This is an optimization exercise on Yosys and OpenROAD, whose aim is small area, a short achievable clock period and few clock cycles per item, not a production implementation.
Function was not checked in any run shown here: the RTL went through the layout flow alone.
Power figures rest on the tool's default switching activity, not on a simulated workload.

==> flow/design.v <==
module SystolicArrayAxiWrapper(
    input axi_clk,
    input axi_rst_n,
    input s_axis_valid,
    input [47:0] s_axis_data,
    output s_axis_ready,
    output m_axis_valid,
    output [143:0] m_axis_data,
    input m_axis_ready
);
logic ovalid;    
logic [15:0] acc [0:8];
logic [1:0]  beat_in;   
logic        v1;        
logic        first, last;    
logic [47:0] d;
wire stall = first && ovalid && !m_axis_ready;
wire go = v1 && !stall;
assign s_axis_ready = !(v1 && stall);
assign m_axis_valid = ovalid;
wire fire = s_axis_valid && s_axis_ready;
always_ff @(posedge axi_clk) begin
    if (!axi_rst_n) begin
        beat_in <= 2'd0;
        v1 <= 1'b0;
        ovalid <= 1'b0;
    end else begin
        if (fire) beat_in <= (beat_in == 2'd2) ? 2'd0 : beat_in + 2'd1;
        if (s_axis_ready) v1 <= s_axis_valid;
        if (go && last) ovalid <= 1'b1;
        else if (m_axis_ready) ovalid <= 1'b0;
    end
end
always_ff @(posedge axi_clk) begin
    if (s_axis_ready) begin
        d <= s_axis_data;
        first <= (beat_in == 2'd0);
        last <= (beat_in == 2'd2);
    end
end
logic [3:0] one [0:2], two [0:2], neg [0:2];
genvar j, r;
generate
    for (j = 0; j < 3; j++) begin : g_enc
        wire [8:0] b = {d[24 + 8*j +: 8], 1'b0};
        for (r = 0; r < 4; r++) begin : g_dig
            assign one[j][r] = gate & (b[2*r+1] ^ b[2*r]);
            assign two[j][r] = gate & ((b[2*r+2] & ~b[2*r+1] & ~b[2*r]) | (~b[2*r+2] & b[2*r+1] & b[2*r]));
            assign neg[j][r] = gate & b[2*r+2];
        end
    end
endgenerate
wire gate = 1'b1;
wire clr = first;
genvar i, jj;
generate
    for (i = 0; i < 3; i++) begin : g_row
        for (jj = 0; jj < 3; jj++) begin : g_col
            wire [15:0] sum;
            wire [15:0] start = clr ? 16'h0100 : acc[3*i+jj];
            Mac u_mac (.a(d[8*i +: 8]), .one(one[jj]), .two(two[jj]), .neg(neg[jj]), .act(gate), .acc(start), .sum(sum));
            always_ff @(posedge axi_clk) if (go) acc[3*i+jj] <= sum;
            assign m_axis_data[16*(3*i+jj) +: 16] = acc[3*i+jj];
        end
    end
endgenerate
endmodule
module Mac(
    input [7:0] a,
    input [3:0] one, two, neg,
    input act,
    input [15:0] acc,
    output [15:0] sum
);
    wire p0 = (one[0] & a[0]) ^ neg[0];
    wire p1 = ((one[0] & a[1]) | (two[0] & a[0])) ^ neg[0];
    wire p2 = ((one[0] & a[2]) | (two[0] & a[1])) ^ neg[0];
    wire p3 = ((one[0] & a[3]) | (two[0] & a[2])) ^ neg[0];
    wire p4 = ((one[0] & a[4]) | (two[0] & a[3])) ^ neg[0];
    wire p5 = ((one[0] & a[5]) | (two[0] & a[4])) ^ neg[0];
    wire p6 = ((one[0] & a[6]) | (two[0] & a[5])) ^ neg[0];
    wire p7 = ((one[0] & a[7]) | (two[0] & a[6])) ^ neg[0];
    wire p8 = ((one[0] & a[7]) | (two[0] & a[7])) ^ neg[0];
    wire p9 = ~p8 & act;
    wire p10 = (one[1] & a[0]) ^ neg[1];
    wire p11 = ((one[1] & a[1]) | (two[1] & a[0])) ^ neg[1];
    wire p12 = ((one[1] & a[2]) | (two[1] & a[1])) ^ neg[1];
    wire p13 = ((one[1] & a[3]) | (two[1] & a[2])) ^ neg[1];
    wire p14 = ((one[1] & a[4]) | (two[1] & a[3])) ^ neg[1];
    wire p15 = ((one[1] & a[5]) | (two[1] & a[4])) ^ neg[1];
    wire p16 = ((one[1] & a[6]) | (two[1] & a[5])) ^ neg[1];
    wire p17 = ((one[1] & a[7]) | (two[1] & a[6])) ^ neg[1];
    wire p18 = ((one[1] & a[7]) | (two[1] & a[7])) ^ neg[1];
    wire p19 = ~p18 & act;
    wire p20 = (one[2] & a[0]) ^ neg[2];
    wire p21 = ((one[2] & a[1]) | (two[2] & a[0])) ^ neg[2];
    wire p22 = ((one[2] & a[2]) | (two[2] & a[1])) ^ neg[2];
    wire p23 = ((one[2] & a[3]) | (two[2] & a[2])) ^ neg[2];
    wire p24 = ((one[2] & a[4]) | (two[2] & a[3])) ^ neg[2];
    wire p25 = ((one[2] & a[5]) | (two[2] & a[4])) ^ neg[2];
    wire p26 = ((one[2] & a[6]) | (two[2] & a[5])) ^ neg[2];
    wire p27 = ((one[2] & a[7]) | (two[2] & a[6])) ^ neg[2];
    wire p28 = ((one[2] & a[7]) | (two[2] & a[7])) ^ neg[2];
    wire p29 = ~p28 & act;
    wire p30 = (one[3] & a[0]) ^ neg[3];
    wire p31 = ((one[3] & a[1]) | (two[3] & a[0])) ^ neg[3];
    wire p32 = ((one[3] & a[2]) | (two[3] & a[1])) ^ neg[3];
    wire p33 = ((one[3] & a[3]) | (two[3] & a[2])) ^ neg[3];
    wire p34 = ((one[3] & a[4]) | (two[3] & a[3])) ^ neg[3];
    wire p35 = ((one[3] & a[5]) | (two[3] & a[4])) ^ neg[3];
    wire p36 = ((one[3] & a[6]) | (two[3] & a[5])) ^ neg[3];
    wire p37 = ((one[3] & a[7]) | (two[3] & a[6])) ^ neg[3];
    wire p38 = ((one[3] & a[7]) | (two[3] & a[7])) ^ neg[3];
    wire p39 = ~p38 & act;
    wire s40 = neg[2] ^ acc[4];
    wire c41 = neg[2] & acc[4];
    wire s42 = acc[5] ^ p13;
    wire c43 = acc[5] & p13;
    wire s44 = neg[3] ^ acc[6] ^ p14;
    wire c45 = (neg[3] & acc[6]) | (neg[3] & p14) | (acc[6] & p14);
    wire s46 = p22 ^ p30;
    wire c47 = p22 & p30;
    wire s48 = acc[7] ^ p15 ^ p23;
    wire c49 = (acc[7] & p15) | (acc[7] & p23) | (p15 & p23);
    wire s50 = p31 ^ p7;
    wire c51 = p31 & p7;
    wire s52 = acc[8] ^ p16 ^ p24;
    wire c53 = (acc[8] & p16) | (acc[8] & p24) | (p16 & p24);
    wire s54 = p32 ^ p9;
    wire c55 = p32 & p9;
    wire s56 = acc[9] ^ p17 ^ p25;
    wire c57 = (acc[9] & p17) | (acc[9] & p25) | (p17 & p25);
    wire s58 = acc[10] ^ p19;
    wire c59 = acc[10] & p19;
    wire s60 = neg[1] ^ acc[2];
    wire c61 = neg[1] & acc[2];
    wire s62 = acc[3] ^ p11;
    wire c63 = acc[3] & p11;
    wire s64 = p12 ^ p20 ^ p4;
    wire c65 = (p12 & p20) | (p12 & p4) | (p20 & p4);
    wire s66 = p21 ^ p5 ^ c41;
    wire c67 = (p21 & p5) | (p21 & c41) | (p5 & c41);
    wire s68 = p6 ^ c43 ^ s46;
    wire c69 = (p6 & c43) | (p6 & s46) | (c43 & s46);
    wire s70 = c47 ^ s50 ^ c45;
    wire c71 = (c47 & s50) | (c47 & c45) | (s50 & c45);
    wire s72 = c51 ^ s54 ^ c49;
    wire c73 = (c51 & s54) | (c51 & c49) | (s54 & c49);
    wire s74 = p33 ^ c55 ^ c53;
    wire c75 = (p33 & c55) | (p33 & c53) | (c55 & c53);
    wire s76 = p26 ^ p34 ^ s58;
    wire c77 = (p26 & p34) | (p26 & s58) | (p34 & s58);
    wire s78 = acc[11] ^ p27 ^ p35;
    wire c79 = (acc[11] & p27) | (acc[11] & p35) | (p27 & p35);
    wire s80 = acc[12] ^ p29;
    wire c81 = acc[12] & p29;
    wire s82 = neg[0] ^ acc[0];
    wire c83 = neg[0] & acc[0];
    wire s84 = acc[1] ^ p1;
    wire c85 = acc[1] & p1;
    wire s86 = p10 ^ p2 ^ s60;
    wire c87 = (p10 & p2) | (p10 & s60) | (p2 & s60);
    wire s88 = p3 ^ c61 ^ s62;
    wire c89 = (p3 & c61) | (p3 & s62) | (c61 & s62);
    wire s90 = c63 ^ s40 ^ s64;
    wire c91 = (c63 & s40) | (c63 & s64) | (s40 & s64);
    wire s92 = s42 ^ c65 ^ s66;
    wire c93 = (s42 & c65) | (s42 & s66) | (c65 & s66);
    wire s94 = s44 ^ c67 ^ s68;
    wire c95 = (s44 & c67) | (s44 & s68) | (c67 & s68);
    wire s96 = s48 ^ c69 ^ s70;
    wire c97 = (s48 & c69) | (s48 & s70) | (c69 & s70);
    wire s98 = s52 ^ c71 ^ s72;
    wire c99 = (s52 & c71) | (s52 & s72) | (c71 & s72);
    wire s100 = s56 ^ c73 ^ s74;
    wire c101 = (s56 & c73) | (s56 & s74) | (c73 & s74);
    wire s102 = c57 ^ s76 ^ c75;
    wire c103 = (c57 & s76) | (c57 & c75) | (s76 & c75);
    wire s104 = c59 ^ s78 ^ c77;
    wire c105 = (c59 & s78) | (c59 & c77) | (s78 & c77);
    wire s106 = p36 ^ s80 ^ c79;
    wire c107 = (p36 & s80) | (p36 & c79) | (s80 & c79);
    wire s108 = acc[13] ^ p37 ^ c81;
    wire c109 = (acc[13] & p37) | (acc[13] & c81) | (p37 & c81);
    wire s110 = acc[14] ^ p39;
    wire c111 = acc[14] & p39;
    wire [15:0] rx = {acc[15], s110, s108, s106, s104, c101, c99, c97, c95, c93, c91, c89, c87, c85, c83, p0};
    wire [15:0] ry = {c111, c109, c107, c105, c103, s102, s100, s98, s96, s94, s92, s90, s88, s86, s84, s82};
    assign sum = rx + ry;
endmodule
==> flow/run.sh <==
#!/bin/bash
# synth_recipe.tcl (not shown) runs the flow's synth.tcl, then flattens the netlist and writes it again
# the make line also repeats each setting of config.mk as NAME=value (left out here)
make -C /OpenROAD-flow-scripts/flow DESIGN_CONFIG=/design/flow/config.mk WORK_HOME=/design/flow/orfs CLKGATE_MAP_FILE= SYNTH_SCRIPT=/design/flow/synth_recipe.tcl finish
==> flow/config.mk <==
export PLATFORM = sky130hd
export DESIGN_NAME = SystolicArrayAxiWrapper
export DESIGN_NICKNAME = SystolicArrayAxiWrapper
export VERILOG_FILES = /design/flow/design.v
export SDC_FILE = /design/flow/constraint.sdc
export NUM_CORES = 4
export LEC_CHECK = 0
export CAP_MARGIN = 20
export CORE_MARGIN = 2
export CORE_UTILIZATION = 40
export SLEW_MARGIN = 20
==> flow/constraint.sdc <==
create_clock -name core_clock -period 6.5 [get_ports {axi_clk}]
set_input_delay 1.3000 -clock core_clock [delete_from_list [all_inputs] [get_ports {axi_clk}]]
set_output_delay 1.3000 -clock core_clock [all_outputs]
set_load 0.01 [all_outputs]
==> out/metrics.csv, run 1 <==
stage;metric;value;unit
global_routing;global-route wire length before repair;141;mm
critical_path;largest fanout on the critical path;23;
routing;vias per inst;5.70;
sta;FMAX;179;MHz
clock_network;CTS buffer count;17;
placement;Setup WS pre-CTS;0.965;ns
sta;Worst slew margin;27.3;%
sta;Setup Skew;0.0186;ns
synthesis;Yosys warning total;9;
critical_path;Crit Reg-Reg Startpoint;d[44];
run;MaxCap Viol Count;0;
final_layout;share of layout cells above drive strength 1;4.21;%
clock_network;postcts setup bufs;0;
critical_path;Critical Path Start;d[44];
sta;unrepaired setup endpoints after global routing;false;
sta;final period utilization;86.1;%
floorplan;IO Count;198;
sta;Final Hold Viols;0;
clock_network;clock sink count;198;
routing;post-DR wirelength/cell;19.5;µm
final_layout;area of the multi-input gates;0.0213;mm²
synthesis;Seq/Total Area, Yosys;19.8;%
synthesis;Mapped Nets;4158;
synthesis;cells after synthesis;3638;
outcome;status;complete, no violations;
floorplan;Die Ht;277;µm
sta;post-layout worst setup margin;0.902;ns
global_routing;GRT overflow;0;
sta;final worst path period need;5.60;ns
sta;Final setup viols;0;
clock_network;Bufs on Longest Clock Path;2;
critical_path;startpoint types;register;
routing;First DRT Iteration DRCs;2828;
global_routing;antenna violations before repair;0;
synthesis;Area contributors post-synth;edfxtp_1 (19%), fa_1 (15%), ha_1 (10%), a21oi_1 (7.4%), inv_1 (4.6%);
synthesis;Synth cell types;74;
global_routing;GRT Resource Usage Total;23.1;%
clock_network;post-cts sizing count;0;
critical_path;Arr. time, crit path;5.88;ns
synthesis;Async SR Flop Fraction;0;%
final_layout;Antenna diodes;0;
critical_path;R2R setup slack;0.90;ns
placement;HPWL after DPL;66.6;mm
floorplan;Starting Density;40.3;%
floorplan;core area;0.0742;mm²
hold_path;hold depth;2;
routing;Routed WL;89.7;mm
synthesis;Avg Cell Area, Syn;8.22;µm²
synthesis;leading area contributor after synthesis;edfxtp_1;
clock_network;Clock Latency Late Sink;0.52;ns
hold_path;Hold Path Class;register to register;
hold_path;Worst Hold End;beat_in[1];
final_layout;Area Growth Syn to Fin;10.9;%
critical_path;Crit path max-delay family;adder cells;
final_layout;most frequent cells in the layout;a21oi_1 (440), inv_1 (370), nor2_1 (272);
routing;Final ANT Viol Nets;0;
sta;setup_tns;0;ns
clock_network;TritonCTS clock tree;done;
synthesis;Mapped Area;0.0299;mm²
pwr;power per standard cell area;393;mW/mm²
pwr;Peak VDD IR;0.191;mV
critical_path;CP Data Required Time;6.78;ns
clock_network;Clock transition at path regs;0.09;ns
critical_path;FF-to-FF path depth;17;
global_routing;vias in the first global route;24329;
synthesis;post-synth top area share;19.5;%
synthesis;Main synth FF type;edfxtp_1;
pwr;Pwr Total;13.0;mW
final_layout;FILL cells;7338;
sta;Slew @ Worst Pin;1.09;ns
placement;I/O Buffers;197;
global_routing;largest net degree at the start of global routing;127;
routing;via count;26224;
clock_network;hold buffers post-CTS;0;
pwr;Pleak;13.7;nW
clock_network;number of H-tree levels;4;
critical_path;delay of the slowest cell on the worst path;0.87;ns
routing;DRC viols;0;
final_layout;# nets final;4138;
critical_path;Worst Path Buf+Inv;3;
critical_path;WS Path Type;register to register;
critical_path;Reg-to-Reg End;acc[2][13];
placement;Area after DPL;0.0326;mm²
final_layout;post-route design area;0.0332;mm²
routing;DRT Pass-1 Iters;6;
sta;Slew Limit Fails;0;
floorplan;DIE AREA;0.0770;mm²
critical_path;Setup crit end kind;register;
critical_path;worst-path cell chain;inv_2 > nor2_1 > nor2_1 > a211oi_1 > nor2_1 > a221oi_1 > fa_1 > inv_1 > fa_1 > fa_1 > inv_1 > ha_1 > o21a_1 > o21a_1 > a21boi_1 > or4_1 > and4_1;
hold_path;Hold Path Origin;beat_in[0];
synthesis;Post-synth EDFFs;194;
clock_network;clock root buffer;clkbuf_16;
floorplan;Rows;100;
synthesis;synthesized flop and latch total;198;
floorplan;die width;277;µm
final_layout;register area;0.00591;mm²
final_layout;commonest non-fill, non-tap cell in the layout;a21oi_1;
placement;gpl congestion;0.885;
critical_path;critical path's slowest cell;edfxtp_1;
[worst min-delay path, stage by stage, from the launching register on]
cell and delay, ns:
dfxtp_1 0.35, nand2_1 0.06, a21boi_0 0.06
[final cells by class]
class,count,share of cell area [%]
inverter,377,4.27
multi-input combinational,2734,64.3
timing repair buffer,290,8.24
clock buffer,17,1.28
tap,969,3.66
clock inverter,15,0.422
sequential,198,17.8
[sequential cells by signal, summed over array words and instances (netlist names)]
name and count:
acc 144, d 48, beat_in 2, first 1, last 1, ovalid 1, v1 1
[through the flow]
| step | util, % | std cells | hold slack, ns |
|---|---|---|---|
| after floorplan | - | 3638 | 0.476 |
| after global placement | 43.9 | 4568 | 0.496 |
| after detailed placement | 43.9 | 4568 | 0.503 |
| after CTS | 44.7 | 4600 | 0.516 |
| after global routing | 44.7 | 4600 | 0.561 |
| final | 44.7 | 4600 | 0.509 |
[cells by family (layout without fill, tap and decap cells)]
family	count (synthesis)	after routing	synth area share, %
xor gates and xnor gates	227	227	6.65
adders and majority gates	518	518	26.9
and+or+nand+nor	805	805	12.6
DFF	198	198	19.8
muxes	16	16	0.536
AOI/OAI and AO/OA	1168	1168	24.6
buffers and inverters	706	699	8.96
[per-layer routing]
metal	GRT usage [%]	vias up	share of wire, %
met2	33.8	936	42
met1	34.8	12507	48
met4	6.63	0	2.3
met3	3.51	114	6.8
li1	-	12667	-
met5	0	-	0
[Yosys cell counts (all sizes together), types with 63 or more instances]
cell type and instances:
xor2 88, nand2 225, nor2 272, nor2b 143, o22ai 116, xnor2 139
buf 88, o21ai 173, ha 243, edfxtp 194, fa 225, a211oi 70
a21oi 441, inv 376, a22oi 63, clkbuf 241, a221oi 78
[report_power, final]
group          switching [mW]  total, mW  internal, mW  leakage (nW)
Clock                   0.612       1.15         0.536         0.273
Combinational            5.09       9.30          4.21          11.5
Sequential              0.309       2.59          2.28          1.92
[how the worst max path moves through the flow]
stage | end | slack [ns] | cells after the start
finish | acc[2][13] | 0.90 | 17
global route | acc[2][15] | 0.38 | 18
CTS | acc[2][13] | 0.95 | 17
detailed placement | acc[2][13] | 0.97 | 17
global placement | acc[2][13] | 0.99 | 17
floorplan | acc[0][0] | 0.80 | 2
==> run 2, diff against run 1 <==
--- a/flow/config.mk
+++ b/flow/config.mk
@@ -8,4 +8,5 @@
 export CAP_MARGIN = 20
 export CORE_MARGIN = 2
 export CORE_UTILIZATION = 40
+export SETUP_SLACK_MARGIN = 2.5
 export SLEW_MARGIN = 20
==> run 2 against run 1 <==
Critical path depth did not move. Still clean. Highest routed layer unchanged. Via count rose by 13%. Sequential share of layout area fell by 3.5 points. Non-clock buffer count rose by 383. Register-to-register slack improved by 1.2 ns. Synthesized cell count did not move. Combinational power rose by 48%.
==> out/metrics.csv, run 2 <==
stage;metric;value;unit;change
placement;gpl congestion;0.881;;-0.44%
pwr;Peak VDD IR;0.264;mV;+38%
critical_path;R2R setup slack;2.09;ns;+1.19 ns
synthesis;Mapped Nets;4158;;unchanged
final_layout;fin cells;4995;;+8.6%
critical_path;startpoint types;register;;
final_layout;leading registers by flop count;acc x144, d x48, beat_in x2;;
routing;DRT Pass-1 Iters;9;;+3
clock_network;Bufs on Longest Clock Path;2;;unchanged
routing;post-DR wirelength/cell;22.2;µm;+14%
pwr;power per standard cell area;426;mW/mm²;+8.3%
critical_path;FF-to-FF path depth;17;;unchanged
synthesis;Seq/Total Area, Yosys;19.8;%;unchanged
global_routing;global-route wire length before repair;163;mm;+15%
global_routing;GRT busiest layer;met2;;
clock_network;number of H-tree levels;4;;unchanged
sta;Slew @ Worst Pin;0.881;ns;-0.211 ns
clock_network;Clock transition at path regs;0.08;ns;about the same
global_routing;met1 Use GR;35.5;%;+0.77 points
synthesis;cells after synthesis;3638;;unchanged
floorplan;Rows;100;;unchanged
placement;HPWL after DPL;68.4;mm;+2.8%
pwr;Pleak;16.8;nW;+22%
sta;Final Hold Viols;0;;unchanged
synthesis;post-synth top area share;19.5;%;unchanged
sta;Slew Limit Fails;0;;unchanged
placement;placed insts;4561;;-0.15%
floorplan;core area;0.0742;mm²;unchanged
clock_network;CTS buffer count;17;;unchanged
routing;Final ANT Viol Nets;0;;unchanged
sta;setup_tns;0;ns;unchanged
synthesis;leading area contributor after synthesis;edfxtp_1;;
synthesis;top cells by count, synth;a21oi_1 (440), inv_1 (370), nor2_1 (272);;
final_layout;commonest non-fill, non-tap cell in the layout;a21oi_1;;
synthesis;Area contributors post-synth;edfxtp_1 (19%), fa_1 (15%), ha_1 (10%), a21oi_1 (7.4%), inv_1 (4.6%);;
floorplan;DIE AREA;0.0770;mm²;unchanged
final_layout;FILL cells;6441;;-12%
routing;vias per inst;5.94;;+4.2%
sta;final worst path period need;4.41;ns;-1.19 ns
clock_network;Clock Latency Late Sink;0.52;ns;about the same
critical_path;CP Data Required Time;6.77;ns;about the same
synthesis;Avg Cell Area, Syn;8.22;µm²;unchanged
global_routing;vias in the first global route;27805;;+14%
hold_path;hold depth;2;;unchanged
clock_network;clock root buffer;clkbuf_16;;
final_layout;share of layout cells above drive strength 1;27.2;%;+23 points
synthesis;Yosys warning total;9;;unchanged
critical_path;Arr. time, crit path;4.68;ns;-1.20 ns
global_routing;GRT overflow;0;;unchanged
global_routing;antenna violations before repair;1;;+1
critical_path;WS Path Type;register to register;;
floorplan;Starting Density;40.3;%;unchanged
synthesis;most frequent cell after synthesis;a21oi_1;;
routing;Routed WL;111;mm;+23%
final_layout;post-route design area;0.0412;mm²;+24%
synthesis;Async SR Flop Fraction;0;%;unchanged
final_layout;Antenna diodes;0;;unchanged
final_layout;Area Growth Syn to Fin;37.9;%;
final_layout;Top reg by flops;acc;;
synthesis;synthesized flop and latch total;198;;unchanged
synthesis;Synth cell types;74;;unchanged
routing;DRC viols;0;;unchanged
sta;Worst slew margin;41.3;%;+14 points
hold_path;Hold Path Class;register to register;;
global_routing;GRT Resource Usage Total;27.0;%;+3.9 points
placement;Area after DPL;0.0335;mm²;+2.6%
synthesis;Main synth FF type;edfxtp_1;;
global_routing;met2 global-route usage;43.7;%;+9.8 points
floorplan;IO Count;198;;unchanged
synthesis;Mapped Area;0.0299;mm²;unchanged
global_routing;largest net degree at the start of global routing;79;;-38%
placement;I/O Buffers;197;;unchanged
critical_path;Setup crit end kind;register;;
outcome;status;complete, no violations;;
sta;unrepaired setup endpoints after global routing;true;;
final_layout;most frequent cells in the layout;a21oi_1 (367), buf_4 (307), inv_1 (301);;
sta;FMAX;227;MHz;+27%
final_layout;max reg flops;144;;unchanged
routing;via count;29670;;+13%
global_routing;GR Util met3;4.24;%;+0.73 points
critical_path;largest fanout on the critical path;6;;-74%
synthesis;Post-synth EDFFs;194;;unchanged
floorplan;die width;277;µm;unchanged
sta;Setup Skew;0.0142;ns;-0.00434 ns
final_layout;# nets final;4533;;+9.5%
sta;Final setup viols;0;;unchanged
clock_network;clock sink count;198;;unchanged
floorplan;Die Ht;277;µm;unchanged
routing;First DRT Iteration DRCs;3212;;+14%
clock_network;TritonCTS clock tree;done;;
run;MaxCap Viol Count;0;;unchanged
sta;final period utilization;67.8;%;-18 points
final_layout;final core occ;55.6;%;+11 points
run 2: layout make-up:
cell class | count | area [µm²] | area share, %
Sequential cell | 198 | 5910 | 14.3
Multi-Input combinational cell | 2746 | 24800 | 60.2
Tap cell | 969 | 1210 | 2.94
Timing Repair Buffer | 673 | 7140 | 17.3
Clock inverter | 14 | 186 | 0.452
Inverter | 377 | 1520 | 3.68
Clock buffer | 18 | 429 | 1.04
run 2: final timing paths:
check	from	endpoint
min	last	ovalid
max	d[43]	acc[2][13]
min reg2reg	last	ovalid
max reg2reg	d[43]	acc[2][13]
run 2: worst max-delay path, cell delays in order, from the launching register on:
cell	delay [ns]
edfxtp_1	0.43
buf_12	0.16
buf_12	0.13
xor2_4	0.15
and2_4	0.18
a221oi_4	0.34
ha_4	0.26
fa_1	0.51
inv_2	0.04
fa_1	0.49
inv_2	0.05
ha_4	0.23
a21oi_2	0.15
o22ai_2	0.13
a211oi_4	0.28
a21boi_2	0.09
or4_1	0.38
and4_1	0.15
run 2: repair_timing:
action / in CTS / in global routing
gates resized for setup: 496 / 272
cloned: 27 / 13
endpoints found under the setup margin: 94 / 79
pin swaps: 221 / 204
hold buffers: 0 / 0
buffers inserted: 282 / 80
run 2: routing by layer:
| metal | wire length [µm] | vias up |
|---|---|---|
| met2 | 51200 | 1603 |
| met1 | 43900 | 14198 |
| li1 | - | 13486 |
| met5 | 0 | - |
| met4 | 5710 | 0 |
| met3 | 9880 | 383 |
run 2: cell families (layout without fill, tap and decap cells):
family / Yosys count / in the layout / share of synthesized area (%)
AO/OA/AOI/OAI: 1168 / 1168 / 24.6
XOR/XNOR: 227 / 227 / 6.65
adder cells (fa/ha/maj): 518 / 518 / 26.9
buffers and inverters: 706 / 1082 / 8.96
flip-flops: 198 / 198 / 19.8
multiplexers: 16 / 16 / 0.536
AND/OR/NAND/NOR: 805 / 817 / 12.6
run 2: metrics by stage:
stage	worst slack, ns	total power, mW	hold WS, ns
final	2.09	17.6	0.504
after global routing	1.97	18.9	0.551
after CTS	2.17	16.2	0.509
after detailed placement	1.03	12.7	0.491
after global placement	1.09	12.7	0.495
after floorplan	2.24	10.3	0.476
run 2: where the power goes:
group,switching (mW),internal [mW]
sequential,0.300,2.28
clock,0.598,0.617
combinational,6.89,6.87
==> run 3, diff against run 2 <==
--- a/flow/design.v
+++ b/flow/design.v
@@ -33,25 +33,32 @@
 end
 always_ff @(posedge axi_clk) begin
     if (s_axis_ready) begin
-        d <= s_axis_data;
+        d <= s_axis_data;   
         first <= (beat_in == 2'd0);
         last <= (beat_in == 2'd2);
     end
 end
+wire gate = 1'b1;
+wire clr = first;
 logic [3:0] one [0:2], two [0:2], neg [0:2];
 genvar j, r;
 generate
     for (j = 0; j < 3; j++) begin : g_enc
-        wire [8:0] b = {d[24 + 8*j +: 8], 1'b0};
+        wire [8:0] b = {s_axis_data[24 + 8*j +: 8], 1'b0};
         for (r = 0; r < 4; r++) begin : g_dig
-            assign one[j][r] = gate & (b[2*r+1] ^ b[2*r]);
-            assign two[j][r] = gate & ((b[2*r+2] & ~b[2*r+1] & ~b[2*r]) | (~b[2*r+2] & b[2*r+1] & b[2*r]));
-            assign neg[j][r] = gate & b[2*r+2];
+            wire one_d = b[2*r+1] ^ b[2*r];
+            wire two_d = (b[2*r+2] & ~b[2*r+1] & ~b[2*r]) | (~b[2*r+2] & b[2*r+1] & b[2*r]);
+            wire neg_d = b[2*r+2];
+            always_ff @(posedge axi_clk) begin
+                if (s_axis_ready) begin
+                    one[j][r] <= one_d;
+                    two[j][r] <= two_d;
+                    neg[j][r] <= neg_d;
+                end
+            end
         end
     end
 endgenerate
-wire gate = 1'b1;
-wire clr = first;
 genvar i, jj;
 generate
     for (i = 0; i < 3; i++) begin : g_row
==> run 3 against run 2 <==
Design area fell by 14%. Worst hold slack better by 0.0021 ns. Core utilization decreased by 0.57 points. Largest power group unchanged.
==> out/metrics.csv, run 3 <==
stage;metric;value;unit;change
final_layout;share of layout cells above drive strength 1;24.9;%;-2.4 points
run;MaxCap Viol Count;0;;unchanged
clock_network;TritonCTS clock tree;done;;
critical_path;Setup crit end kind;register;;
critical_path;CP Data Required Time;6.84;ns;+0.07 ns
sta;final worst path period need;4.18;ns;-0.223 ns
sta;Final setup viols;0;;unchanged
sta;FMAX;239;MHz;+5.3%
floorplan;Die Ht;259;µm;-6.6%
synthesis;Synth cell types;62;;-16%
routing;First DRT Iteration DRCs;1656;;-48%
synthesis;most frequent cell after synthesis;inv_1;;
sta;unrepaired setup endpoints after global routing;true;;
synthesis;post-synth top area share;23.8;%;+4.3 points
floorplan;Rows;93;;-7.0%
synthesis;top cells by count, synth;inv_1 (391), xnor2_1 (319), a22oi_1 (254);;
sta;Setup Skew;0.0204;ns;+0.00619 ns
routing;DRT Pass-1 Iters;6;;-3
final_layout;register area;0.00627;mm²;+6.1%
sta;post-layout worst setup margin;2.32;ns;+0.223 ns
final_layout;FILL cells;5348;;-17%
sta;Final Hold Viols;0;;unchanged
synthesis;Avg Cell Area, Syn;9.74;µm²;+19%
final_layout;commonest non-fill, non-tap cell in the layout;inv_1;;
global_routing;vias in the first global route;22709;;-18%
floorplan;DIE AREA;0.0672;mm²;-13%
critical_path;Arr. time, crit path;4.52;ns;-0.16 ns
clock_network;hold buffers post-CTS;0;;unchanged
critical_path;Crit path max-delay family;adder cells;;
clock_network;Clock transition at path regs;0.07;ns;about the same
synthesis;Seq/Total Area, Yosys;24.1;%;+4.3 points
floorplan;die width;259;µm;-6.6%
synthesis;Area contributors post-synth;edfxtp_1 (24%), fa_1 (17%), ha_1 (12%), xnor2_1 (11%), a22oi_1 (7.3%);;
placement;I/O Buffers;197;;unchanged
synthesis;Mapped Nets;3192;;-23%
global_routing;GRT Resource Usage Total;25.2;%;-1.7 points
global_routing;GRT overflow;0;;unchanged
critical_path;critical path's slowest cell;fa_1;;
final_layout;Top reg by flops;acc;;
routing;via count;22068;;-26%
critical_path;WS Path Type;register to register;;
final_layout;max reg flops;144;;unchanged
clock_network;Clock Latency Late Sink;0.59;ns;+0.07 ns
final_layout;post-route design area;0.0354;mm²;-14%
synthesis;Main synth FF type;edfxtp_1;;
placement;HPWL after DPL;53.6;mm;-22%
clock_network;clock root buffer;clkbuf_16;;
synthesis;largest family of logic cells by synthesized area;adder cells;;
sta;setup_tns;0;ns;unchanged
critical_path;most frequent CP cell;fa_1;;
synthesis;compound-gate portion of the synthesized area;15.9;%;-8.7 points
pwr;power per standard cell area;537;mW/mm²;+26%
global_routing;largest net degree at the start of global routing;145;;+84%
clock_network;clock sink count;210;;+6.1%
routing;post-DR wirelength/cell;22.3;µm;+0.66%
synthesis;Yosys warning total;9;;unchanged
critical_path;worst-path cell chain;buf_6 > bufbuf_16 > buf_4 > a22oi_2 > xor2_1 > fa_1 > inv_1 > fa_1 > ha_4 > and2_4 > a221oi_4 > o211ai_1 > a311oi_1 > o21bai_1 > xnor2_1;;
routing;Final ANT Viol Nets;0;;unchanged
final_layout;area of the multi-input gates;0.0198;mm²;-20%
critical_path;delay of the slowest cell on the worst path;0.46;ns;-0.05 ns
synthesis;Synth Area in XOR/XNOR;15.3;%;+8.7 points
synthesis;Post-synth EDFFs;206;;+6.2%
hold_path;Hold Path Class;register to register;;
floorplan;core area;0.0643;mm²;-13%
final_layout;# nets final;3612;;-20%
synthesis;synthesized-area fraction occupied by adder cells;29.0;%;+2.1 points
final_layout;Area Growth Syn to Fin;36.0;%;
placement;Area after DPL;0.0291;mm²;-13%
clock_network;Bufs on Longest Clock Path;3;;+1
sta;Slew @ Worst Pin;1.05;ns;+0.169 ns
floorplan;IO Count;198;;unchanged
floorplan;Starting Density;40.5;%;+0.17 points
routing;vias per inst;5.56;;-6.4%
synthesis;Async SR Flop Fraction;0;%;unchanged
critical_path;largest fanout on the critical path;4;;-2
sta;Slew Limit Fails;0;;unchanged
synthesis;synthesized flop and latch total;210;;+6.1%
pwr;Peak VDD IR;0.311;mV;+18%
placement;gpl congestion;0.864;;-1.9%
outcome;status;complete, no violations;;
critical_path;Worst Path Buf+Inv;4;;unchanged
global_routing;antenna violations before repair;0;;-1
global_routing;global-route wire length before repair;132;mm;-19%
routing;Routed WL;88.5;mm;-20%
synthesis;Mapped Area;0.0260;mm²;-13%
synthesis;Post-Synth Simple-Gate Area;7.75;%;-4.9 points
routing;DRC viols;0;;unchanged
sta;final period utilization;64.3;%;-3.4 points
synthesis;cells after synthesis;2672;;-27%
placement;Setup WS pre-CTS;1.70;ns;+0.673 ns
pwr;Pleak;14.9;nW;-11%
critical_path;startpoint types;register;;
sta;Worst slew margin;30.0;%;-11 points
clock_network;number of H-tree levels;1;;-3
synthesis;leading area contributor after synthesis;edfxtp_1;;
final_layout;most frequent cells in the layout;inv_1 (354), xnor2_1 (286), buf_4 (221);;
synthesis;multiplexer area fraction after synthesis;0;%;-0.54 points
final_layout;leading registers by flop count;acc x144, d x24;;
clock_network;CTS buffer count;27;;+10
-- run 3: kinds of logic (layout without fill, tap and decap cells) --
group | Yosys count | after routing
AOI/OAI and AO/OA | 614 | 614
other | 0 | 1
buffers and inverters | 552 | 992
adders and majority gates | 468 | 468
and+or+nand+nor | 373 | 373
xor gates and xnor gates | 455 | 455
DFF | 210 | 210
-- run 3: layout make-up --
class / instances / area share [%]
diodes: 1 / 0.00707
clock buffers: 29 / 1.93
clock inverters: 20 / 0.498
inverters: 391 / 4.15
multi-input cells: 1910 / 56.0
flip-flops and latches: 210 / 17.7
well taps: 855 / 3.02
repair buffers: 552 / 16.7
-- run 3: path summary, 6_finish.rpt --
| path | cells after the start | slack (ns) | startpoint | endpoint |
|---|---|---|---|---|
| min | 2 | 0.51 | last | ovalid |
| max reg2reg | 15 | 2.32 | d[22] | acc[7][15] |
| max | 15 | 2.32 | d[22] | acc[7][15] |
| min reg2reg | 2 | 0.51 | last | ovalid |
-- run 3: repair_timing --
action,CTS,global route
endpoints found under the hold margin,0,0
cloned,10,6
resized for setup,196,275
buffers inserted,218,70
setup endpoints to repair,80,58
pin swaps,106,216
-- run 3: where the power goes --
group	switching, mW	internal [mW]	total (mW)
registers	0.335	2.51	2.85
clock network	0.673	0.873	1.55
logic	7.38	7.22	14.6
-- run 3: worst min-delay path: cells and delay by family, from the launching register on --
kind | cells | cell delay [ns]
AOI/OAI and AO/OA | 1 | 0.06
and+or+nand+nor | 1 | 0.09
DFF | 1 | 0.32
-- run 3: through the flow --
step | power [mW] | utilization (%) | hold WS [ns] | instances
final | 19.0 | 55.0 | 0.506 | 3968
after global routing | 20.4 | 55.0 | 0.568 | 3967
after CTS | 16.9 | 52.0 | 0.510 | 3891
after detailed placement | 13.6 | 45.3 | 0.501 | 3614
after global placement | 13.4 | 45.3 | 0.494 | 3613
after floorplan | 10.8 | - | 0.476 | 2672
-- run 3: routing by layer --
| metal | part of all wire, % | GRT usage [%] | vias to the layer above |
|---|---|---|---|
| li1 | - | - | 9892 |
| met1 | 40 | 32.4 | 10942 |
| met2 | 47 | 42.5 | 966 |
| met3 | 7.9 | 3.82 | 268 |
| met4 | 4.9 | 10.4 | 0 |
| met5 | 0 | 0 | - |
==> run 4, diff against run 3 <==
--- a/flow/design.v
+++ b/flow/design.v
@@ -10,6 +10,7 @@
 );
 logic ovalid;    
 logic [15:0] acc [0:8];
+logic cy [0:8];
 logic [1:0]  beat_in;   
 logic        v1;        
 logic        first, last;    
@@ -33,7 +34,7 @@
 end
 always_ff @(posedge axi_clk) begin
     if (s_axis_ready) begin
-        d <= s_axis_data;   
+        d <= s_axis_data;
         first <= (beat_in == 2'd0);
         last <= (beat_in == 2'd2);
     end
@@ -64,10 +65,12 @@
     for (i = 0; i < 3; i++) begin : g_row
         for (jj = 0; jj < 3; jj++) begin : g_col
             wire [15:0] sum;
+            wire cout;
             wire [15:0] start = clr ? 16'h0100 : acc[3*i+jj];
-            Mac u_mac (.a(d[8*i +: 8]), .one(one[jj]), .two(two[jj]), .neg(neg[jj]), .act(gate), .acc(start), .sum(sum));
+            Mac u_mac (.a(d[8*i +: 8]), .one(one[jj]), .two(two[jj]), .neg(neg[jj]), .act(gate), .acc(start), .cin(!clr && cy[3*i+jj]), .cout(cout), .sum(sum));
+            always_ff @(posedge axi_clk) if (go) cy[3*i+jj] <= cout;
             always_ff @(posedge axi_clk) if (go) acc[3*i+jj] <= sum;
-            assign m_axis_data[16*(3*i+jj) +: 16] = acc[3*i+jj];
+            assign m_axis_data[16*(3*i+jj) +: 16] = {acc[3*i+jj][15:8] + 8'(cy[3*i+jj]), acc[3*i+jj][7:0]};
         end
     end
 endgenerate
@@ -77,6 +80,8 @@
     input [3:0] one, two, neg,
     input act,
     input [15:0] acc,
+    input cin,
+    output cout,
     output [15:0] sum
 );
     wire p0 = (one[0] & a[0]) ^ neg[0];
@@ -131,10 +136,10 @@
     wire c49 = (acc[7] & p15) | (acc[7] & p23) | (p15 & p23);
     wire s50 = p31 ^ p7;
     wire c51 = p31 & p7;
-    wire s52 = acc[8] ^ p16 ^ p24;
-    wire c53 = (acc[8] & p16) | (acc[8] & p24) | (p16 & p24);
-    wire s54 = p32 ^ p9;
-    wire c55 = p32 & p9;
+    wire s52 = acc[8] ^ cin ^ p16;
+    wire c53 = (acc[8] & cin) | (acc[8] & p16) | (cin & p16);
+    wire s54 = p24 ^ p32 ^ p9;
+    wire c55 = (p24 & p32) | (p24 & p9) | (p32 & p9);
     wire s56 = acc[9] ^ p17 ^ p25;
     wire c57 = (acc[9] & p17) | (acc[9] & p25) | (p17 & p25);
     wire s58 = acc[10] ^ p19;
@@ -151,10 +156,10 @@
     wire c69 = (p6 & c43) | (p6 & s46) | (c43 & s46);
     wire s70 = c47 ^ s50 ^ c45;
     wire c71 = (c47 & s50) | (c47 & c45) | (s50 & c45);
-    wire s72 = c51 ^ s54 ^ c49;
-    wire c73 = (c51 & s54) | (c51 & c49) | (s54 & c49);
-    wire s74 = p33 ^ c55 ^ c53;
-    wire c75 = (p33 & c55) | (p33 & c53) | (c55 & c53);
+    wire s72 = c51 ^ c49 ^ s52;
+    wire c73 = (c51 & c49) | (c51 & s52) | (c49 & s52);
+    wire s74 = p33 ^ c53 ^ c55;
+    wire c75 = (p33 & c53) | (p33 & c55) | (c53 & c55);
     wire s76 = p26 ^ p34 ^ s58;
     wire c77 = (p26 & p34) | (p26 & s58) | (p34 & s58);
     wire s78 = acc[11] ^ p27 ^ p35;
@@ -177,8 +182,8 @@
     wire c95 = (s44 & c67) | (s44 & s68) | (c67 & s68);
     wire s96 = s48 ^ c69 ^ s70;
     wire c97 = (s48 & c69) | (s48 & s70) | (c69 & s70);
-    wire s98 = s52 ^ c71 ^ s72;
-    wire c99 = (s52 & c71) | (s52 & s72) | (c71 & s72);
+    wire s98 = s54 ^ c71 ^ s72;
+    wire c99 = (s54 & c71) | (s54 & s72) | (c71 & s72);
     wire s100 = s56 ^ c73 ^ s74;
     wire c101 = (s56 & c73) | (s56 & s74) | (c73 & s74);
     wire s102 = c57 ^ s76 ^ c75;
@@ -193,5 +198,6 @@
     wire c111 = acc[14] & p39;
     wire [15:0] rx = {acc[15], s110, s108, s106, s104, c101, c99, c97, c95, c93, c91, c89, c87, c85, c83, p0};
     wire [15:0] ry = {c111, c109, c107, c105, c103, s102, s100, s98, s96, s94, s92, s90, s88, s86, s84, s82};
-    assign sum = rx + ry;
+    assign {cout, sum[7:0]} = rx[7:0] + ry[7:0];
+    assign sum[15:8] = rx[15:8] + ry[15:8];
 endmodule
--- a/flow/config.mk
+++ b/flow/config.mk
@@ -8,5 +8,5 @@
 export CAP_MARGIN = 20
 export CORE_MARGIN = 2
 export CORE_UTILIZATION = 40
-export SETUP_SLACK_MARGIN = 2.5
+export SETUP_SLACK_MARGIN = 3.1
 export SLEW_MARGIN = 20
==> run 4 against run 3 <==
Still clean. Sequential power is 8.8% higher. Critical path depth is 2 higher. Core utilization is 1.6 points lower. Clock skew is 0.0081 ns higher. Sequential share of layout area is 0.45 points higher. Critical endpoint is now acc[5][14].
==> out/metrics.csv, run 4 <==
stage;metric;value;unit;change
placement;HPWL after DPL;54.3;mm;+1.3%
hold_path;Hold Path Origin;beat_in[1];;
routing;vias per inst;5.36;;-3.5%
final_layout;fin cells;4061;;+2.3%
critical_path;delay of the slowest cell on the worst path;0.53;ns;+0.07 ns
global_routing;GRT Resource Usage Total;23.7;%;-1.5 points
clock_network;clock sink count;219;;+4.3%
critical_path;WS Path Type;register to register;;
floorplan;Starting Density;40.5;%;about the same
critical_path;startpoint types;register;;
critical_path;Reg-to-Reg End;acc[5][14];;
global_routing;antenna violations before repair;0;;unchanged
final_layout;Area Growth Syn to Fin;32.0;%;
routing;metal2 WL;39.8;mm;-5.2%
pwr;Pleak;15.1;nW;+1.3%
synthesis;Main synth FF type;edfxtp_1;;
sta;final period utilization;64.2;%;-0.17 points
clock_network;Bufs on Longest Clock Path;3;;unchanged
synthesis;top cells by count, synth;inv_1 (375), xnor2_1 (361), a22oi_1 (252), ha_1 (252), fa_1 (243);;
final_layout;share of layout cells above drive strength 1;27.0;%;+2.2 points
synthesis;Async SR Flop Fraction;0;%;unchanged
clock_network;Clock transition at path regs;0.06;ns;about the same
final_layout;commonest non-fill, non-tap cell in the layout;xnor2_1;;
critical_path;FF-to-FF path depth;17;;+2
final_layout;most frequent cells in the layout;xnor2_1 (329), inv_1 (324), buf_4 (250);;
pwr;Peak VDD IR;0.237;mV;-24%
routing;met1 wire length;36.6;mm;+4.1%
final_layout;max reg flops;144;;unchanged
sta;Slew Limit Fails;0;;unchanged
placement;gpl congestion;0.886;;+2.6%
routing;Final ANT Viol Nets;0;;unchanged
hold_path;Hold Path Class;register to register;;
sta;setup_tns;0;ns;unchanged
synthesis;Synth cell types;47;;-24%
routing;highest metal used;met4;;
critical_path;worst-path cell chain;buf_8 > buf_16 > buf_12 > or2_4 > fa_2 > inv_2 > fa_2 > fa_1 > inv_2 > ha_4 > inv_2 > fa_2 > nor2b_2 > o21ai_2 > a21boi_2 > mux2i_1 > nand2_1;;
floorplan;DIE AREA;0.0703;mm²;+4.7%
sta;Slew @ Worst Pin;0.991;ns;-0.0589 ns
routing;First DRT Iteration DRCs;1800;;+8.7%
final_layout;# nets final;3712;;+2.8%
synthesis;post-synth top area share;23.7;%;-0.092 points
hold_path;hold depth;2;;unchanged
sta;Setup Skew;0.0285;ns;+0.00811 ns
sta;FMAX;240;MHz;+0.26%
placement;I/O Buffers;197;;unchanged
synthesis;Mapped Area;0.0273;mm²;+4.8%
routing;DRC viols;0;;unchanged
synthesis;Seq/Total Area, Yosys;24.0;%;-0.11 points
global_routing;global-route wire length before repair;130;mm;-1.0%
sta;unrepaired setup endpoints after global routing;true;;
floorplan;Rows;95;;+2.2%
synthesis;Post-synth EDFFs;215;;+4.4%
synthesis;Area contributors post-synth;edfxtp_1 (24%), fa_1 (18%), xnor2_1 (12%), ha_1 (12%), a22oi_1 (6.9%);;
sta;Worst slew margin;34.0;%;+3.9 points
clock_network;CTS buffer count;29;;+7.4%
global_routing;GRT overflow;0;;unchanged
critical_path;R2R setup slack;2.33;ns;about the same
floorplan;Die Ht;265;µm;+2.3%
run;MaxCap Viol Count;0;;unchanged
global_routing;largest net degree at the start of global routing;154;;+6.2%
pwr;power per standard cell area;489;mW/mm²;-8.9%
synthesis;Mapped Nets;3322;;+4.1%
sta;Final setup viols;0;;unchanged
critical_path;Setup crit end kind;register;;
final_layout;leading registers by flop count;acc x144, d x24;;
final_layout;Antenna diodes;0;;-1
clock_network;clock root buffer;clkbuf_16;;
hold_path;Worst Hold End;beat_in[1];;
clock_network;TritonCTS clock tree;done;;
final_layout;Top reg by flops;acc;;
routing;via count;21786;;-1.3%
outcome;status;complete, no violations;;
critical_path;Crit Reg-Reg Startpoint;first;;
global_routing;vias in the first global route;22327;;-1.7%
synthesis;most frequent cell after synthesis;inv_1;;
floorplan;core area;0.0674;mm²;+4.7%
placement;placed insts;3676;;+1.7%
routing;Routed WL;85.2;mm;-3.7%
routing;DRT Pass-1 Iters;5;;-1
sta;Final Hold Viols;0;;unchanged
critical_path;critical path's slowest cell;fa_2;;
routing;post-DR wirelength/cell;21.0;µm;-5.9%
synthesis;leading area contributor after synthesis;edfxtp_1;;
clock_network;Clock Latency Late Sink;0.61;ns;+0.02 ns
floorplan;IO Count;198;;unchanged
critical_path;largest fanout on the critical path;7;;+3
routing;Met3 Routed Length;5.89;mm;-15%
synthesis;synthesized flop and latch total;219;;+4.3%
sta;final worst path period need;4.17;ns;-0.0109 ns
critical_path;Arr. time, crit path;4.50;ns;-0.02 ns
synthesis;cells after synthesis;2775;;+3.9%
synthesis;Avg Cell Area, Syn;9.83;µm²;+0.89%
clock_network;number of H-tree levels;1;;unchanged
synthesis;Yosys warning total;11;;+2
floorplan;die width;265;µm;+2.3%
critical_path;CP Data Required Time;6.83;ns;about the same
==> run 4: cell count changes after synthesis, moves of 25 or more <==
cell and delta:
nor2b_1 +32, nor2_1 +25, a21o_1 -35, buf_4 +72
buf_2 +33, nand2_1 +34, a21oi_1 -38, xnor2_1 +42
==> run 4: per-layer routing <==
metal,global-route usage (%),up-vias
met1,32.7,10820
met4,7.68,0
met5,0,-
met3,2.96,157
met2,38.8,880
li1,-,9929
==> run 4: power by group <==
| group | internal (mW) | total (mW) | leakage, nW | switching, mW |
|---|---|---|---|---|
| registers | 2.59 | 3.10 | 2.14 | 0.507 |
| logic | 6.69 | 12.8 | 12.5 | 6.16 |
| clock network | 0.968 | 1.65 | 0.459 | 0.686 |
| total | 10.2 | 17.6 | 15.1 | 7.35 |
==> run 4: worst max path at each step <==
stage,startpoint,endpoint,slack [ns],cells after the start
floorplan,m_axis_ready,s_axis_ready,1.99,1
global placement,d[5],acc[1][14],1.82,15
detailed placement,d[5],acc[1][14],1.72,15
CTS,two[2][1],acc[8][14],2.36,15
global route,first,acc[5][14],2.22,17
finish,first,acc[5][14],2.33,17
==> run 4: logic make-up (layout without fill, tap and decap cells) <==
family / after synthesis / after routing / share of synthesized area (%)
AOI/OAI and AO/OA: 463 / 463 / 11.6
buffers and inverters: 611 / 1024 / 9.57
muxes: 5 / 5 / 0.183
DFF: 219 / 219 / 24.0
xor gates and xnor gates: 488 / 488 / 15.7
adders and majority gates: 495 / 495 / 29.4
and+or+nand+nor: 494 / 494 / 9.66
==> run 4: worst max-delay path, delay by kind of cell (launching register included) <==
family | cells | cell delay (ns)
buffers and inverters | 6 | 0.62
multiplexers | 1 | 0.22
flip-flops | 1 | 0.44
AND/OR/NAND/NOR | 3 | 0.43
adder cells (fa/ha/maj) | 5 | 1.94
AO/OA/AOI/OAI | 2 | 0.24
==> run 4: through the flow <==
step | hold slack, ns | cell area, µm² | utilization, % | power [mW] | setup WS (ns)
final | 0.510 | 36000 | 53.4 | 17.6 | 2.33
after detailed placement | 0.510 | 29900 | 44.4 | 12.7 | 1.72
after CTS | 0.520 | 34600 | 51.4 | 16.0 | 2.36
after global routing | 0.539 | 36000 | 53.4 | 19.0 | 2.22
after floorplan | 0.469 | 27700 | - | 10.1 | 1.99
after global placement | 0.480 | 29900 | 44.4 | 12.5 | 1.82
==> run 4: repair_timing <==
item                                    4_1_cts  5_1_grt
cloned                                        9        1
setup buffers                               263       58
resized for setup                           403      232
endpoints found under the setup margin      174      119
hold buffers                                  0        0
pin swaps                                   173      139
==> run 4: area by class of cell <==
class	instances	area (µm²)
sequential	219	6540
tap	873	1090
clock buffer	32	737
inverter	378	1430
clock inverter	22	210
multi-input combinational	1945	20200
fill	5710	31400
timing repair buffer	592	5760

separate check: timing with driven ports:
The results above use ideal ports. As a check the final layouts listed here were re-extracted and re-timed, cells and wires unchanged.
Step 1, drivers: a clkbuf_16 drives axi_clk and a buf_2 each remaining input, both assumed.
Step 2 times the ports against the registers' clock, not the clock port: input delays grow and output delays shrink by t, the midpoint of the rising clock arrivals with the driver on.
Three values: ideal ports, drivers, drivers and shift; two values: the first two.
| run | shift t [ns] | slack for setup (ns) | worst data-port slew with drivers (ns) | pins driven straight from the clock port |
|---|---|---|---|---|
| run 1 | 0.579 | 0.902 / 0.902 / 0.902 | 0.04 | 1 |
| run 2 | 0.577 | 2.095 / 2.095 / 2.095 | 0.04 | 1 |
| run 3 | 0.639 | 2.318 / 2.318 / 2.318 | 0.05 | 1 |
| run 4 | 0.651 | 2.329 / 2.329 / 2.329 | 0.05 | 1 |
After both steps every run listed still meets setup and hold.
